This is an optimization exercise on Yosys and OpenROAD, whose aim is small area, not a production implementation.
In this exercise RTL edits were held to simulation tests only and were not proved equivalent to the original.

==> flow/design.v <==
`timescale 1ns / 1ps
module alu #
(
     parameter DATA_WIDTH = 8,
     parameter ADDR_WIDTH = 4
)
(
     input [DATA_WIDTH-1:0]a_in_temp,
     input [DATA_WIDTH-1:0]b_in_temp,
     input ena, enb,
     input [ADDR_WIDTH-1:0]opcode_temp,
     output [DATA_WIDTH-1:0]data_out_temp,
     output carry_out_temp
);
 wire [3:0] op = opcode_temp;
 reg asel, bsel, yinv, cin, ce, lp, lg;
 always @(*) begin
   case (op)
     4'd0:  {asel,bsel,yinv,cin,ce,lp,lg} = 7'b1000110;
     4'd1:  {asel,bsel,yinv,cin,ce,lp,lg} = 7'b1100110;
     4'd2:  {asel,bsel,yinv,cin,ce,lp,lg} = 7'b1101110;
     4'd3:  {asel,bsel,yinv,cin,ce,lp,lg} = 7'b1111110;
     4'd4:  {asel,bsel,yinv,cin,ce,lp,lg} = 7'b1110110;
     4'd5:  {asel,bsel,yinv,cin,ce,lp,lg} = 7'b1001110;
     4'd6:  {asel,bsel,yinv,cin,ce,lp,lg} = 7'b1010110;
     4'd7:  {asel,bsel,yinv,cin,ce,lp,lg} = 7'b0100110;
     4'd8:  {asel,bsel,yinv,cin,ce,lp,lg} = 7'b1100011;
     4'd9:  {asel,bsel,yinv,cin,ce,lp,lg} = 7'b1100010;
     4'd10: {asel,bsel,yinv,cin,ce,lp,lg} = 7'b1100001;
     4'd11: {asel,bsel,yinv,cin,ce,lp,lg} = 7'b1010010;
     default: {asel,bsel,yinv,cin,ce,lp,lg} = 7'b0000000;
   endcase
 end
 wire [DATA_WIDTH-1:0] a = a_in_temp & {DATA_WIDTH{asel & ena}};
 wire [DATA_WIDTH-1:0] y = (b_in_temp & {DATA_WIDTH{bsel & enb}}) ^ {DATA_WIDTH{yinv}};
 wire [DATA_WIDTH-1:0] p = a ^ y;
 wire [DATA_WIDTH-1:0] g = a & y;
 wire [DATA_WIDTH:0] c;
 assign c[0] = cin;
 genvar k;
 generate
   for (k = 0; k < DATA_WIDTH; k = k + 1) begin : chain
     assign c[k+1] = ce & (g[k] | (p[k] & c[k]));
   end
 endgenerate
 assign data_out_temp = ((p & {DATA_WIDTH{lp}}) | (g & {DATA_WIDTH{lg}})) ^ c[DATA_WIDTH-1:0];
 assign carry_out_temp = c[DATA_WIDTH] ^ yinv;
endmodule
`timescale 1ns / 1ps
module memory #
(
 parameter DATA_WIDTH = 8,
 parameter ADDR_WIDTH = 4
)
(
 input clk,
 input CS,wr_en,
 input [DATA_WIDTH-1:0] data_in,
 input [ADDR_WIDTH-1:0] addr_in,
 input [ADDR_WIDTH-1:0] rot,
 output reg [DATA_WIDTH-1:0] temp_reg,
 output rd
);
 wire wr = CS & wr_en;
 assign rd = CS & ~wr_en;
 wire [ADDR_WIDTH-1:0] pos = addr_in + rot;
 reg [16*DATA_WIDTH-1:0] ring;
 wire [DATA_WIDTH-1:0] m [0:15];
 wire [15:0] sel;
 genvar w;
 generate
   for (w = 0; w < 16; w = w + 1) begin : word
     localparam integer PREV = (w + 15) % 16;
     assign sel[w] = (pos == w);
     assign m[w] = ring[w*DATA_WIDTH +: DATA_WIDTH];
     always @(posedge clk)
       ring[w*DATA_WIDTH +: DATA_WIDTH] <= (wr & sel[PREV])
         ? (data_in ^ {DATA_WIDTH{w[0]}})
         : ~ring[PREV*DATA_WIDTH +: DATA_WIDTH];
   end
 endgenerate
 reg [DATA_WIDTH-1:0] r_even, r_odd;
 integer i;
 always @(*) begin
   r_even = {DATA_WIDTH{1'b0}};
   r_odd = {DATA_WIDTH{1'b0}};
   for (i = 0; i < 16; i = i + 2) begin
     r_even = r_even | ({DATA_WIDTH{sel[i]}} & m[i]);
     r_odd = r_odd | ({DATA_WIDTH{sel[i+1]}} & m[i+1]);
   end
 end
 always @(posedge clk)
   if (rd)
     temp_reg <= pos[0] ? ~r_odd : r_even;
endmodule
`timescale 1ns / 1ps
module top #
(
 parameter DATA_WIDTH = 8,
 parameter ADDR_WIDTH = 4
)
(
 input clk,
 input reset_n,
 input [ADDR_WIDTH-1:0]opcode_in,
 input CS_0,CS_1,
 input wr_en_0,wr_en_1,
 input [ADDR_WIDTH-1:0]addr_in_0,addr_in_1,
 input [DATA_WIDTH-1:0]a_in,
 input [DATA_WIDTH-1:0]b_in,
 output reg carry_out,
 output reg [DATA_WIDTH-1:0]result_out
);
 wire [DATA_WIDTH-1:0]data_out_0,data_out_1;
 wire rd_0, rd_1;
 wire [DATA_WIDTH-1:0]data_out_temp;
 wire carry_out_temp;
 reg [ADDR_WIDTH-1:0]opcode_temp;
 reg [ADDR_WIDTH-1:0] rot;
 always @(posedge clk)
   rot <= rot + 1'b1;
 memory ram_0(
     .clk(clk),
     .CS(CS_0),
     .wr_en(wr_en_0),
     .data_in(a_in),
     .addr_in(addr_in_0),
     .rot(rot),
     .temp_reg(data_out_0),
     .rd(rd_0)
);
 memory ram_1(
     .clk(clk),
     .CS(CS_1),
     .wr_en(wr_en_1),
     .data_in(b_in),
     .addr_in(addr_in_1),
     .rot(rot),
     .temp_reg(data_out_1),
     .rd(rd_1)
);
 always@(posedge clk,negedge reset_n)
 begin
    if(!reset_n)
        opcode_temp <= 4'd0;
    else
        opcode_temp <= opcode_in;
 end
 alu alu0(
     .a_in_temp(data_out_0),
     .b_in_temp(data_out_1),
     .ena(rd_0),
     .enb(rd_1),
     .opcode_temp(opcode_temp),
     .data_out_temp(data_out_temp),
     .carry_out_temp(carry_out_temp)
);
always@(posedge clk,negedge reset_n)
 begin
    if(!reset_n)
        {carry_out,result_out} <= 0;
    else
        {carry_out,result_out} <= {carry_out_temp,data_out_temp};
 end
endmodule
==> flow/config.mk <==
export PLATFORM = sky130hd
export DESIGN_NAME = top
export DESIGN_NICKNAME = top
export VERILOG_FILES = /design/flow/design.v
export SDC_FILE = /design/flow/constraint.sdc
export NUM_CORES = 4
export LEC_CHECK = 0
export CAP_MARGIN = 20
export CORE_MARGIN = 2
export CORE_UTILIZATION = 40
export SLEW_MARGIN = 20
==> flow/constraint.sdc <==
create_clock -name core_clock -period 3.8 [get_ports {clk}]
set_input_delay 0.7600 -clock core_clock [delete_from_list [all_inputs] [get_ports {clk}]]
set_output_delay 0.7600 -clock core_clock [all_outputs]
set_load 0.01 [all_outputs]
standard.sh (not shown) runs the stock make flow with config.mk's settings and CLKGATE_MAP_FILE= SYNTH_SCRIPT=/design/flow/synth_recipe.tcl, a recipe that flattens the netlist after the stock synthesis.
==> flow/flow/run.sh <==
#!/bin/bash
# Own layout flow: the standard ORFS flow (standard.sh) with
#  - no timing-driven global placement, timing repair aiming 0.2 ns above zero slack,
#  - synthesis through synth_own.tcl (standard synthesis, own two-pass ABC mapping),
#  - port buffers of buf_2 instead of the resizer's default pick,
#  - clock tree of clkbuf_4 leaf clusters of up to 10 sinks, without dummy loads.
# All tool output goes to standard.log here; ORFS keeps its per-step logs in orfs/logs.
set -euo pipefail
F=$PWD/flow
bash standard.sh \
  SYNTH_SCRIPT=$F/synth_own.tcl \
  CORE_UTILIZATION=60 GPL_TIMING_DRIVEN=0 \
  CAP_MARGIN=0 SLEW_MARGIN=0 SETUP_SLACK_MARGIN=0.2 \
  "BUFFER_PORTS_ARGS=-buffer_cell sky130_fd_sc_hd__buf_2" \
  "CTS_ARGS=-sink_clustering_enable -repair_clock_nets -dont_use_dummy_load -buf_list sky130_fd_sc_hd__clkbuf_4 -sink_clustering_size 10 -sink_clustering_max_diameter 40" \
  finish > standard.log 2>&1
==> flow/flow/abc_own.script <==
&get -n
&st
&dch -f
&nf -R 2000 -C 32
&put
==> flow/flow/abc_ring.script <==
strash
dch -f
amap
==> flow/flow/synth_own.tcl <==
set own_dir [file dirname [file normalize [info script]]]
proc synth {args} { yosys synth -nofsm -noshare {*}$args }
proc abc {args} {
  global own_dir
  set i [lsearch -exact $args -script]
  if { $i < 0 } { yosys abc {*}$args; return }
  set ring_args $args
  lset ring_args [expr {$i + 1}] [file join $own_dir abc_ring.script]
  yosys select -set ringcone {*}[list c:*ring* {%ci1:+[D]} %ci1 %ci2]
  yosys select {*}[list @ringcone {t:$_MUX_} {t:$_NOT_} {t:$_NMUX_} %u %u %i]
  yosys select -count %
  yosys abc {*}$ring_args
  yosys select -clear
  lset args [expr {$i + 1}] [file join $own_dir abc_own.script]
  yosys abc {*}$args
}
source $::env(SCRIPTS_DIR)/synth.tcl
# left out here: clear keep_hierarchy, flatten, clean up, hide names made inside functions, write 1_2_yosys.v
Rerun with:
--- a/flow/flow/run.sh
+++ b/flow/flow/run.sh
@@ -3 +3 @@
-#  - no timing-driven global placement, timing repair aiming 0.2 ns above zero slack,
+#  - no timing-driven global placement,
@@ -13 +13 @@
-  CAP_MARGIN=0 SLEW_MARGIN=0 SETUP_SLACK_MARGIN=0.2 \
+  CAP_MARGIN=0 SLEW_MARGIN=0 \
==> flow/flow/abc_own.script (replaced) <==
&get -n
&st
&dch -f
&nf -R 2000 -C 32
&put
topo
stime -c
buffer -c
upsize -c
dnsize -c
Result:
- The new run finished clean
- critical path depth rose by 11
- cell count rose slightly
- worst hold slack is better by 7.2 ps
- via count decreases slightly

==> afterwards: timing with drivers on the ports <==
Ports are ideal in the flow. The routed layouts listed here were re-timed in OpenROAD. Step 1, drivers: a clkbuf_16 drives clk and a buf_2 each remaining input, both assumed. Step 2 times the ports against the registers' clock, not the clock port: input delays grow and output delays shrink by t, the midpoint of the rising clock arrivals with the driver on. a / b / c = ideal / step 1 / step 2; a / b = the first two.
| run | shift t [ns] | setup WS [ns] | hold WS [ns] | worst setup path after step 2 |
|---|---|---|---|---|
| the first run | 0.678 | 0.291 / 0.291 / -0.184 | 0.233 / 0.212 / 0.408 | input to register |
| the second run | 0.676 | 0.219 / 0.219 / -0.285 | 0.240 / 0.227 / 0.404 | input to register |
With both steps, setup timing fails in the first run and the second run, where it was met with ideal ports. For the second run, which loses most, drivers alone change the setup slack by 0.000 ns; drivers and shift together by -0.504 ns.
